What follows belongs to an exercise in optimizing a design on an open flow for small area, a short achievable clock period and few clock cycles; a production flow would make more cautious choices.
In this exercise RTL edits were held to simulation tests only and were not proved equivalent to the original.
No activity file was given, so power comes from the tool's default toggle rates.

Setup of run 1:
Design gun, start of the top module:
module gun(
    input rst_i,
    input clk_i,
    input [15:0] sw_i,
    output busy,
    output [14:0] leds
);
==> flow/config.mk <==
export PLATFORM = sky130hd
export DESIGN_NAME = gun
export DESIGN_NICKNAME = gun
export VERILOG_FILES = /design/flow/design.v
export SDC_FILE = /design/flow/constraint.sdc
export NUM_CORES = 4
export LEC_CHECK = 0
export ABC_CLOCK_PERIOD_IN_PS = 3000
export CAP_MARGIN = 20
export CORE_MARGIN = 2
export CORE_UTILIZATION = 40
export SETUP_SLACK_MARGIN = 1.0
export SLEW_MARGIN = 20
==> flow/constraint.sdc <==
create_clock -name core_clock -period 4.0 [get_ports {clk_i}]
set_input_delay 0.8000 -clock core_clock [delete_from_list [all_inputs] [get_ports {clk_i}]]
set_output_delay 0.8000 -clock core_clock [all_outputs]
set_load 0.01 [all_outputs]
run.sh (not shown) runs the stock make flow with config.mk's settings and CLKGATE_MAP_FILE= SYNTH_SCRIPT=/design/flow/synth_recipe.tcl, a recipe that flattens the netlist after the stock synthesis.
Testbench counts of run 1, summed over its fixed seeds: cycles 6,400.
Input-level comparison between run 2 and run 1:
Settings: swapping 1.0 for 0.5 in SETUP_SLACK_MARGIN; clearing ABC_CLOCK_PERIOD_IN_PS, which used to be 3000.
The part of the power in the clock network number comes out higher for run 2 vs run 1. Cell area ended up 360 µm² lower on run 2 than on run 1. When run 2 is measured against run 1, its final-layout clock buffer total turns out 2 lower. The cell leakage power number comes out lower for run 2 vs run 1. In the flow results for run 2 and run 1, the routed wire length on met2 is larger on run 1. Cell count was higher in run 1 than in run 2. Internal power component was lower in the run labelled run 2. Proportion of cell area occupied by registers was higher in the run labelled run 2. The launching instance or port of the critical path comes out sw_i[9] in one run and r1[1]$_DFFE_PP_ in the other, namely in run 2 and run 1 respectively. Comparing run 2 and run 1, layout buffering overhead excluding clock cells is lower on run 2.
Input changes introduced in run 3 (baseline for comparison: run 2):
Settings: SETUP_SLACK_MARGIN removed (was 0.5).
--- outcome ---
Run 3: flow completed, timing, DRC and antenna clean
The clock network power of run 2 and that of run 3 are within noise of each other.
In run 3, the share of the clock period used by the worst path came out 9.6 points above the value in run 2.
Run 3 vs run 2 — final routed wirelength across all metal layers dropped by a few percent

* * *

== before ==
gun, a different RTL version from the one above (not shown whole).
Size in the first run: ~480 cells after synthesis, roughly 39 flip-flops, about 34 I/O pins.
==> flow/config.mk <==
export PLATFORM = sky130hd
export DESIGN_NAME = gun
export DESIGN_NICKNAME = gun
export VERILOG_FILES = /design/flow/design.v
export SDC_FILE = /design/flow/constraint.sdc
export NUM_CORES = 4
export LEC_CHECK = 0
export CAP_MARGIN = 20
export CORE_MARGIN = 2
export CORE_UTILIZATION = 40
export SETUP_SLACK_MARGIN = 2.0
export SLEW_MARGIN = 20
export SYNTH_HIERARCHICAL = 1
export SYNTH_MINIMUM_KEEP_SIZE = 0
==> flow/constraint.sdc <==
create_clock -name core_clock -period 4.0 [get_ports {clk_i}]
set_input_delay 0.8000 -clock core_clock [delete_from_list [all_inputs] [get_ports {clk_i}]]
set_output_delay 0.8000 -clock core_clock [all_outputs]
set_load 0.01 [all_outputs]
standard.sh (not shown) runs the stock make flow with config.mk's settings and CLKGATE_MAP_FILE= SYNTH_SCRIPT=/design/flow/synth_recipe.tcl, a recipe that flattens the netlist after the stock synthesis.
==> flow/flow/run.sh <==
#!/bin/bash
set -euo pipefail
cd "$(dirname "${BASH_SOURCE[0]}")/.."
bash standard.sh finish ADDER_MAP_FILE= "BUFFER_PORTS_ARGS=-buffer_cell sky130_fd_sc_hd__buf_2" > standard_flow.log 2>&1
No stage failed in before, and the final checks on the layout all came back clean.
Testbench counts of before, summed over its fixed seeds: cycles 6,400.
### before -> after
-- flow/config.mk --
<<< before, line 9
export CORE_MARGIN = 2
export CORE_UTILIZATION = 40
export SETUP_SLACK_MARGIN = 2.0
export SLEW_MARGIN = 20
export SYNTH_HIERARCHICAL = 1
>>> after, line 9
export CORE_MARGIN = 2
export CORE_UTILIZATION = 40
export SETUP_SLACK_MARGIN = 1.2
export SLEW_MARGIN = 20
export SYNTH_HIERARCHICAL = 1
[summary]
Looking at half-perimeter wire length after placement across both flows, after is the stronger of the two, with before trailing.
In the reports for after and before, the larger instance area at placement belongs to before.
From before to after the numbers moved as follows: clock share of power saw an increase; sequential share of layout area saw an increase; met3 track demand over resource in global routing saw a decrease.
Compared with before, after shows a lower design area.
Measured against each other, after and before differ in non-filler instance count after layout, the higher figure coming from before.
Internal cell power on after is down relative to before.

==> separate check: timing with driven ports <==
In the flow no input, the clock included, has a driving cell. The finished layouts below were timed again as built, in two steps.
Step 1 (the two cells are an assumption about what drives the block):
set clk [get_ports {clk_i}]
set_driving_cell -lib_cell sky130_fd_sc_hd__clkbuf_16 $clk
set_driving_cell -lib_cell sky130_fd_sc_hd__buf_2 [delete_from_list [all_inputs] $clk]
Step 2, shift: input delay + t, output delay - t, t = (earliest + latest rising clock arrival at the registers) / 2. This alone moves slack from input paths to output paths.
Three values: ideal, step 1, step 2; two values: the first two.
run | t, ns | setup slack, ns | worst setup path at the end | clock arrival spread, ns | worst register clock-pin slew, ns
run 1 | 0.310 | 0.787 / 0.787 / 0.516 | input to register | 0.009 / 0.008 | 0.07 / 0.07
run 2 | 0.321 | 0.594 / 0.602 / 0.282 | input to register | 0.002 / 0.003 | 0.08 / 0.08
run 3 | 0.316 | 0.212 / 0.217 / -0.098 | input to register | 0.008 / 0.009 | 0.08 / 0.08
before | 0.335 | 1.259 / 1.224 / 1.314 | register to register | 0.008 / 0.008 | 0.08 / 0.08
after | 0.325 | 1.283 / 1.255 / 1.260 | input to register | 0.007 / 0.007 | 0.08 / 0.08
With both steps, setup timing fails in run 3, where it was met with ideal ports. For run 2, which loses most, drivers alone change the setup slack by +0.008 ns; drivers and shift together by -0.312 ns.
